Source: an optimization exercise on an open RTL-to-GDS flow (aim: small area and a short achievable clock period). Production flows keep margins and buffers that such runs may drop.
The RTL was checked by simulation tests, not by an equivalence proof against the original design.

run A:
==> flow/design.v (excerpt) <==
module top_32bit(
    input               clk,
    input               we,
    input               reset,
    input      [31:0]   data,
    input      [1:0]    p_sel,
    input      [31:0]   P0,
    input      [31:0]   P1,
    output     [31:0]   P0_out,
    output     [31:0]   P1_out,
    output     [31:0]   data_out
  );
For scale: ~3600 cells after synthesis, ~780 flip-flops.
clock: 12.0 ns
lec_check: 0
cap_margin: 20
core_margin: 2
core_utilization: 60
slew_margin: 20
synth_hierarchical: 1
standard.sh (not shown) runs the stock make flow with config.mk's settings and CLKGATE_MAP_FILE= SYNTH_SCRIPT=/design/flow/synth_recipe.tcl, a recipe that flattens the netlist after the stock synthesis.
==> flow/flow/run.sh <==
#!/bin/bash
# The standard layout (the standard.sh, standard synthesis included) with:
#  - a clock tree of smaller buffers, larger sink clusters and no dummy loads;
#  - port buffers of buf_2 cells.
# make's own output goes to layout_make.log; each ORFS step logs under orfs/logs.
set -euo pipefail
bash standard.sh SETUP_SLACK_MARGIN=6.0 \
  'CTS_ARGS=-sink_clustering_enable -repair_clock_nets -dont_use_dummy_load -buf_list {sky130_fd_sc_hd__clkbuf_4 sky130_fd_sc_hd__clkbuf_8} -sink_clustering_size 16' \
  'BUFFER_PORTS_ARGS=-buffer_cell sky130_fd_sc_hd__buf_2' \
  finish > layout_make.log 2>&1
In summary, run A completed successfully, with a layout that passed the timing, design-rule and antenna checks.
What run B does differently from run A at the input level:
--- a/flow/flow/run.sh
+++ b/flow/flow/run.sh
@@ -7 +7 @@
-bash standard.sh SETUP_SLACK_MARGIN=6.0 \
+bash standard.sh SETUP_SLACK_MARGIN=6.5 \
--- a/flow/config.mk
+++ b/flow/config.mk
@@ -10 +10 @@
-export CORE_UTILIZATION = 60
+export CORE_UTILIZATION = 70
--- outcome ---
- Run B: flow complete, layout not clean; failing: capacitance limit, slew limit
- Run A → run B: number of clock-tree buffers in the layout moved down; number of levels in the clock H-tree saw a decrease.
- Run B vs run A — horizontal die dimension dropped 7.3%.
### run B -> run C
--- a/flow/flow/run.sh
+++ b/flow/flow/run.sh
@@ -7 +7 @@
-bash standard.sh SETUP_SLACK_MARGIN=6.5 \
+bash standard.sh SETUP_SLACK_MARGIN=7.0 \
--- a/flow/config.mk
+++ b/flow/config.mk
@@ -10 +10 @@
-export CORE_UTILIZATION = 70
+export CORE_UTILIZATION = 60
[summary]
Of run C and run B, the higher number of rows created at floorplan belongs to run C. Of run C and run B, only run C finishes the flow clean. Run C vs run B — global-route track usage on met1 dropped 9.8 points. Run C vs run B, launching instance or port of the critical path: mid[23] vs p_sel[1]. In the tables for run C and run B, final area reads lower with run B. Run C against run B: area growth from synthesis to layout climbed 6.1 points, logic depth of the worst setup path including buffers fell 9, initial antenna violation count has decreased. Of the two values seen for worst-path cell with the longest stage delay, fa_1 was produced by run B and fa_2 by run C.
[inputs] run D vs run C
==> flow/flow/run.sh <==
#!/bin/bash
set -euo pipefail
bash standard.sh SETUP_SLACK_MARGIN=7.5 finish > layout_make.log 2>&1
Notes after the runs:
Time the worst path needs with I/O delays and setup was higher in the run labelled run D.
Re half-perimeter wire length after detailed placement: run D is about 0.8% up on run C.
In the metrics for run D and run C, the one carrying the higher post-CTS resize count is run D.
Combined global-route utilization of all metal layers was lower in run C than in run D.
> inputs changed (run D -> run E)
==> flow/flow/run.sh <==
#!/bin/bash
# The standard layout (the standard.sh, standard synthesis included) with:
#  - a clock tree of smaller buffers, larger sink clusters and no dummy loads;
#  - port buffers of buf_2 cells.
# make's own output goes to layout_make.log; each ORFS step logs under orfs/logs.
set -euo pipefail
bash standard.sh SETUP_SLACK_MARGIN=6.5 \
  'CTS_ARGS=-sink_clustering_enable -repair_clock_nets -dont_use_dummy_load -buf_list {sky130_fd_sc_hd__clkbuf_4} -root_buf sky130_fd_sc_hd__clkbuf_16 -sink_clustering_size 12' \
  'BUFFER_PORTS_ARGS=-buffer_cell sky130_fd_sc_hd__buf_2' \
  finish > layout_make.log 2>&1
Findings:
a22oi_2 as the critical path's slowest cell was reported by run D, and nor2b_4 by run E. Between run E and run D, the total number of H-tree levels is lower for run D. Run E and run D all finish clean. Minimum clock period after layout: run E < run D.

========
lane 3:
Another version of the RTL of top_32bit (not shown whole).
For scale: ~690 flip-flops, about 200 I/O pins.
clock: 12.0 ns
lec_check: 0
abc_clock_period_in_ps: 6000
cap_margin: 20
core_margin: 2
core_utilization: 40
setup_slack_margin: 5
slew_margin: 20
run.sh (not shown) runs the stock make flow with config.mk's settings and CLKGATE_MAP_FILE= SYNTH_SCRIPT=/design/flow/synth_recipe.tcl, a recipe that flattens the netlist after the stock synthesis.
Stock flow here: none of the scripts above is used.
Edits applied to the flow inputs when going from lane 3 to lane 2:
diff --git a/flow/config.mk b/flow/config.mk
--- a/flow/config.mk
+++ b/flow/config.mk
@@ -8 +7,0 @@
-export ABC_CLOCK_PERIOD_IN_PS = 6000
@@ -12 +10,0 @@
-export SETUP_SLACK_MARGIN = 5
--- outcome ---
- Lane 2: no failed stages, no open violations at the end
- The more densely filled core belongs to lane 3, not lane 2.
- Relative to lane 3, global-route usage decreased by 3.0 points in lane 2.
- NOTE non-filler instance count after layout lane 3->lane 2 decreased by a few percent
- From lane 3 to lane 2 the numbers moved as follows: final area now sits lower; fraction of layout cells with a size suffix above 1 now sits lower; count of inverters other than clock inverters in the layout now sits lower.

========
Another version of the RTL of top_32bit (not shown whole).
Size: about 4100 cells after synthesis, about 780 flip-flops, ~200 I/O pins.
==> flow/config.mk <==
export PLATFORM = sky130hd
export DESIGN_NAME = top_32bit
export DESIGN_NICKNAME = top_32bit
export VERILOG_FILES = /design/flow/design.v
export SDC_FILE = /design/flow/constraint.sdc
export NUM_CORES = 4
export LEC_CHECK = 0
export CAP_MARGIN = 20
export CORE_MARGIN = 2
export CORE_UTILIZATION = 40
export SLEW_MARGIN = 20
export SYNTH_HIERARCHICAL = 1
==> flow/constraint.sdc <==
create_clock -name core_clock -period 12.0 [get_ports {clk}]
set_input_delay 2.4000 -clock core_clock [delete_from_list [all_inputs] [get_ports {clk}]]
set_output_delay 2.4000 -clock core_clock [all_outputs]
set_load 0.01 [all_outputs]
standard.sh (not shown) runs the stock make flow with config.mk's settings and CLKGATE_MAP_FILE= SYNTH_SCRIPT=/design/flow/synth_recipe.tcl, a recipe that flattens the netlist after the stock synthesis.
==> flow/flow/run.sh <==
#!/bin/bash
set -euo pipefail
bash standard.sh SETUP_SLACK_MARGIN=7 finish > layout_make.log 2>&1
The starting point produced a clean layout.
Next try:
==> flow/run.sh (new file) <==
#!/bin/bash
# synth_recipe.tcl (not shown) runs the flow's synth.tcl, then flattens the netlist and writes it again
# the make line also repeats each setting of config.mk as NAME=value (left out here)
make -C /OpenROAD-flow-scripts/flow DESIGN_CONFIG=/design/flow/config.mk WORK_HOME=/design/flow/orfs CLKGATE_MAP_FILE= SYNTH_SCRIPT=/design/flow/synth_recipe.tcl finish
Settings changed: CORE_UTILIZATION 40 to 60, SETUP_SLACK_MARGIN set to 5.
removed: flow/flow/run.sh
removed: flow/standard.sh
Global-route usage increases by 9.1 points. Routed wire length drops by 13%. Hold slack is better by 0.0081 ns. Clock skew fell by 0.012 ns. Final cell count decreases by 13%. Via count came out lower by 3.8%. Critical path depth rose by 3. Non-clock buffer count fell by 263.
Next try:
Settings changed: CORE_UTILIZATION 60 to 40.
Outcome: The changed run went through all stages and came out clean; global-route usage decreases by 12 points; final cell count increases by roughly a tenth.

========
top_32bit, a different RTL version from the one above (not shown whole).
Size: about 4700 cells after synthesis, roughly 200 I/O pins.
==> flow/design.v (excerpt) <==
module top_32bit(
    input               clk,
    input               we,
    input               reset,
    input      [31:0]   data,
    input      [1:0]    p_sel,
    input      [31:0]   P0,
    input      [31:0]   P1,
    output     [31:0]   P0_out,
    output     [31:0]   P1_out,
    output     [31:0]   data_out
  );
clock: 12.0 ns
lec_check: 0
cap_margin: 20
core_margin: 2
core_utilization: 40
setup_slack_margin: 5
slew_margin: 20
synth_hierarchical: 1
run.sh (not shown) runs the stock make flow with config.mk's settings and CLKGATE_MAP_FILE= SYNTH_SCRIPT=/design/flow/synth_recipe.tcl, a recipe that flattens the netlist after the stock synthesis.
Stock flow here: none of the scripts above is used.
The baseline went through all stages and came out clean.
Change:
==> flow/flow/run.sh (new file) <==
#!/bin/bash
set -euo pipefail
bash standard.sh SETUP_SLACK_MARGIN=6.5 finish > layout_make.log 2>&1
==> flow/standard.sh (new file) <==
#!/bin/bash
# synth_recipe.tcl (not shown) runs the flow's synth.tcl, then flattens the netlist and writes it again
# the make line also repeats each setting of config.mk as NAME=value (left out here)
make -C /OpenROAD-flow-scripts/flow DESIGN_CONFIG=/design/flow/config.mk WORK_HOME=/design/flow/orfs CLKGATE_MAP_FILE= SYNTH_SCRIPT=/design/flow/synth_recipe.tcl "${@:-finish}"
- SETUP_SLACK_MARGIN: 5 -> not set
removed: flow/run.sh
Sequential cell count does not change.
Area after synthesis is unchanged.
Cell count is higher by 9.1%.

========
Another version of the RTL of top_32bit (not shown whole).
Size: roughly 780 flip-flops, roughly 200 I/O pins, ~44,000 um^2 of cells after synthesis.
clock: 12.0 ns
lec_check: 0
cap_margin: 20
core_margin: 2
core_utilization: 60
slew_margin: 20
synth_hierarchical: 1
standard.sh (not shown) runs the stock make flow with config.mk's settings and CLKGATE_MAP_FILE= SYNTH_SCRIPT=/design/flow/synth_recipe.tcl, a recipe that flattens the netlist after the stock synthesis.
==> flow/flow/run.sh <==
#!/bin/bash
# The standard layout (the standard.sh, standard synthesis included) with:
#  - a clock tree of smaller buffers, larger sink clusters and no dummy loads;
#  - port buffers of buf_2 cells.
# make's own output goes to layout_make.log; each ORFS step logs under orfs/logs.
set -euo pipefail
bash standard.sh SETUP_SLACK_MARGIN=6.5 \
  'CTS_ARGS=-sink_clustering_enable -repair_clock_nets -dont_use_dummy_load -buf_list {sky130_fd_sc_hd__clkbuf_4 sky130_fd_sc_hd__clkbuf_8} -sink_clustering_size 16' \
  'BUFFER_PORTS_ARGS=-buffer_cell sky130_fd_sc_hd__buf_2' \
  finish > layout_make.log 2>&1
Change:
--- a/flow/flow/run.sh
+++ b/flow/flow/run.sh
@@ -5,5 +5,5 @@
 # make's own output goes to layout_make.log; each ORFS step logs under orfs/logs.
 set -euo pipefail
-bash standard.sh SETUP_SLACK_MARGIN=6.5 \
+bash standard.sh SETUP_SLACK_MARGIN=7.0 \
   'CTS_ARGS=-sink_clustering_enable -repair_clock_nets -dont_use_dummy_load -buf_list {sky130_fd_sc_hd__clkbuf_4 sky130_fd_sc_hd__clkbuf_8} -sink_clustering_size 16' \
   'BUFFER_PORTS_ARGS=-buffer_cell sky130_fd_sc_hd__buf_2' \
=> Clock skew rises by 0.054 ns; cell count increases by about 1.5%; worst setup slack improves by 0.095 ns; global-route usage came out higher by 1.3 points; wire length rose by about 4%; worst hold slack degrades by 0.012 ns; clock-buffer cell count does not change.

========
## fjord
RTL: one of the versions met above, not the one the previous note started from.
Size in the first run: ~3600 cells after synthesis, roughly 780 flip-flops, ~200 I/O pins, roughly 0.043 mm2 of cells after synthesis.
Settings: LEC_CHECK=0, CAP_MARGIN=20, CORE_MARGIN=2, CORE_UTILIZATION=60, SLEW_MARGIN=20, SYNTH_HIERARCHICAL=1; clock period 12.0 ns.
==> flow/flow/run.sh <==
#!/bin/bash
set -euo pipefail
bash standard.sh SETUP_SLACK_MARGIN=6.5 finish > layout_make.log 2>&1
fjord completed end to end with timing, DRC and antenna clean.
> inputs changed (fjord -> willow)
# fjord
export LEC_CHECK = 0
export CAP_MARGIN = 20
export CORE_MARGIN = 2
export CORE_UTILIZATION = 60
export SLEW_MARGIN = 20
export SYNTH_HIERARCHICAL = 1
create_clock -name core_clock -period 12.0 [get_ports {clk}]
# willow
export LEC_CHECK = 0
export ABC_AREA = 1
export CAP_MARGIN = 20
export CORE_MARGIN = 2
export CORE_UTILIZATION = 60
export SLEW_MARGIN = 20
export SYNTH_HIERARCHICAL = 1
create_clock -name core_clock -period 12.0 [get_ports {clk}]
==> flow/flow/run.sh <==
#!/bin/bash
# The standard layout (the standard.sh, standard synthesis included) with:
#  - a clock tree of smaller buffers, larger sink clusters and no dummy loads;
#  - port buffers of buf_2 cells.
# make's own output goes to layout_make.log; each ORFS step logs under orfs/logs.
set -euo pipefail
bash standard.sh SETUP_SLACK_MARGIN=6.5 \
  'CTS_ARGS=-sink_clustering_enable -repair_clock_nets -dont_use_dummy_load -buf_list {sky130_fd_sc_hd__clkbuf_4 sky130_fd_sc_hd__clkbuf_8} -sink_clustering_size 16' \
  'BUFFER_PORTS_ARGS=-buffer_cell sky130_fd_sc_hd__buf_2' \
  finish > layout_make.log 2>&1
fjord reached the end of the flow, and the finished layout is clean on the timing, design-rule and antenna checks.
willow finished every stage and its layout cleared the timing, design-rule and antenna checks.
Final critical-path required period: willow lower than fjord
Higher area growth from synthesis to final layout goes to fjord over willow.
In the reports for fjord and willow, the smaller gate count after technology mapping belongs to fjord.
--- input diff willow..lagoon ---
# willow
export LEC_CHECK = 0
export ABC_AREA = 1
export CAP_MARGIN = 20
export CORE_MARGIN = 2
export CORE_UTILIZATION = 60
export SLEW_MARGIN = 20
export SYNTH_HIERARCHICAL = 1
create_clock -name core_clock -period 12.0 [get_ports {clk}]
# lagoon
export LEC_CHECK = 0
export CAP_MARGIN = 20
export CORE_MARGIN = 2
export CORE_UTILIZATION = 60
export SLEW_MARGIN = 20
export SYNTH_HIERARCHICAL = 1
create_clock -name core_clock -period 12.0 [get_ports {clk}]
## What came out
Relative to willow, the maximum number of pins on one net before global-route repair measured on lagoon has decreased by more than 10%.
As far as number of max-cap violations goes, lagoon and willow are indistinguishable; the numbers are identical.
First-iteration DRC count shrinks slightly when moving from willow to lagoon.
Going from willow to lagoon, the sequential fraction of total cell area was found to have gone up by 2.9 points.
[inputs] tundra vs lagoon
# lagoon
export LEC_CHECK = 0
export CAP_MARGIN = 20
export CORE_MARGIN = 2
export CORE_UTILIZATION = 60
export SLEW_MARGIN = 20
export SYNTH_HIERARCHICAL = 1
create_clock -name core_clock -period 12.0 [get_ports {clk}]
# tundra
export LEC_CHECK = 0
export CAP_MARGIN = 20
export CORE_MARGIN = 2
export CORE_UTILIZATION = 65
export SLEW_MARGIN = 20
export SYNTH_HIERARCHICAL = 1
create_clock -name core_clock -period 12.0 [get_ports {clk}]
[summary]
- Any difference in sequential share of layout area between tundra and lagoon is small enough to ignore.
- Of lagoon and tundra, the run reporting the higher met2 capacity usage during global routing was tundra.
- When the final numbers for lagoon and tundra were put side by side, the via count turned out to be smaller in lagoon.
- tundra -> lagoon: routability-driven placement congestion ratio flat
- Detailed-route wire length ended up 1.1% higher on tundra than on lagoon.
- tundra finished end to end and its layout was clean on timing, DRC and antenna.
- From lagoon to tundra the numbers moved as follows: full die area down about 8%, global-route total usage across every layer saw an increase.

========
== the baseline ==
Another version of the RTL of top_32bit (not shown whole).
Size: ~3,700 cells after synthesis, roughly 800 flip-flops, roughly 200 I/O pins, about 45,000 um^2 of cells after synthesis.
export LEC_CHECK = 0
export CAP_MARGIN = 20
export CORE_MARGIN = 2
export CORE_UTILIZATION = 60
export SLEW_MARGIN = 20
export SYNTH_HIERARCHICAL = 1
create_clock -name core_clock -period 12.0 [get_ports {clk}]
==> flow/flow/run.sh <==
#!/bin/bash
set -euo pipefail
bash standard.sh SETUP_SLACK_MARGIN=6.5 finish > layout_make.log 2>&1
Edits applied to the flow inputs when going from the baseline to the candidate:
==> flow/run.sh (new file) <==
#!/bin/bash
# synth_recipe.tcl (not shown) runs the flow's synth.tcl, then flattens the netlist and writes it again
# the make line also repeats each setting of config.mk as NAME=value (left out here)
make -C /OpenROAD-flow-scripts/flow DESIGN_CONFIG=/design/flow/config.mk WORK_HOME=/design/flow/orfs CLKGATE_MAP_FILE= SYNTH_SCRIPT=/design/flow/synth_recipe.tcl finish
-- flow/config.mk --
<<< the baseline, line 10
export CORE_UTILIZATION = 60
>>> the candidate, line 10
export CORE_UTILIZATION = 55
export SETUP_SLACK_MARGIN = 5
removed: flow/flow/run.sh
removed: flow/standard.sh
==> comparison <==
- Measured against each other, the candidate and the baseline differ in standard-cell row count, the higher figure coming from the candidate.
- The candidate vs. the baseline: setup fix buffers added after clock tree synthesis decreased by 133 relative to the old numbers, wire length decreased by 7.3% relative to the old numbers.
- In the tables for the candidate and the baseline, average vias per placed instance reads higher with the baseline.
- Diff the baseline -> the candidate | setup slack of the critical path after layout | decrease of 0.96 ns
- The clock buffer instance count of the final layout in the candidate sits 2.9% above the value recorded for the baseline.
- Comparing the candidate and the baseline, worst hold slack is lower on the candidate.

separate check: timing with driven ports:
The results above use ideal ports. As a check the final layouts listed here were re-extracted and re-timed, cells and wires unchanged. Step 1, drivers: a clkbuf_16 drives clk and a buf_2 each remaining input, both assumed. Step 2 moves the port delays by t, midway between the first and last clock arrival at a register: inputs arrive t later, outputs are due t later. That takes back most of the time a late clock gives input paths. Slacks: ideal ports / drivers / drivers and shift; pairs: ideal ports / drivers.
run	shift t [ns]	setup WS [ns]	hold WS [ns]	slew at the worst register clock pin (ns)	cell pins on the clock port's net
run A	0.818	6.020 / 6.032 / 5.248	0.472 / 0.472 / 0.472	0.06 / 0.06	1
run B	0.803	5.740 / 5.743 / 4.940	0.468 / 0.468 / 0.468	0.08 / 0.08	1
run C	0.839	6.384 / 6.316 / 5.623	0.475 / 0.475 / 0.475	0.07 / 0.07	1
run D	0.716	6.097 / 6.131 / 5.415	0.470 / 0.470 / 0.470	0.07 / 0.07	1
run E	0.771	6.370 / 6.373 / 5.608	0.426 / 0.426 / 0.426	0.07 / 0.07	1
lane 3	0.710	3.635 / 3.673 / 2.963	0.475 / 0.475 / 0.475	0.07 / 0.07	1
lane 2	0.699	1.569 / 1.569 / 1.005	0.460 / 0.460 / 0.460	0.07 / 0.07	1
the first run of note 3	0.742	5.149 / 5.078 / 5.203	0.458 / 0.458 / 0.458	0.06 / 0.06	1
the second run of note 3	0.712	5.104 / 5.034 / 4.596	0.466 / 0.466 / 0.466	0.06 / 0.06	1
the third run of note 3	0.746	5.054 / 4.984 / 4.719	0.453 / 0.453 / 0.453	0.07 / 0.07	1
the first run of note 4	0.776	5.064 / 4.992 / 4.722	0.485 / 0.485 / 0.485	0.07 / 0.07	1
the second run of note 4	0.772	5.380 / 5.309 / 5.385	0.490 / 0.490 / 0.490	0.07 / 0.07	1
the first run of note 5	0.797	6.367 / 6.379 / 5.582	0.471 / 0.471 / 0.471	0.07 / 0.07	1
the second run of note 5	0.771	6.463 / 6.400 / 5.720	0.459 / 0.459 / 0.459	0.07 / 0.07	1
fjord	0.716	6.351 / 6.329 / 5.652	0.459 / 0.459 / 0.459	0.07 / 0.07	1
willow	0.845	6.365 / 6.304 / 5.541	0.453 / 0.453 / 0.453	0.06 / 0.06	1
lagoon	0.814	6.413 / 6.351 / 5.624	0.471 / 0.471 / 0.471	0.07 / 0.07	1
tundra	0.825	6.312 / 6.247 / 5.422	0.469 / 0.469 / 0.469	0.07 / 0.07	1
the baseline	0.719	6.013 / 5.945 / 5.742	0.472 / 0.472 / 0.472	0.07 / 0.07	1
the candidate	0.728	5.052 / 4.978 / 4.548	0.462 / 0.462 / 0.462	0.07 / 0.07	1
For tundra, which loses most, drivers alone change the setup slack by -0.065 ns; drivers and shift together by -0.890 ns.
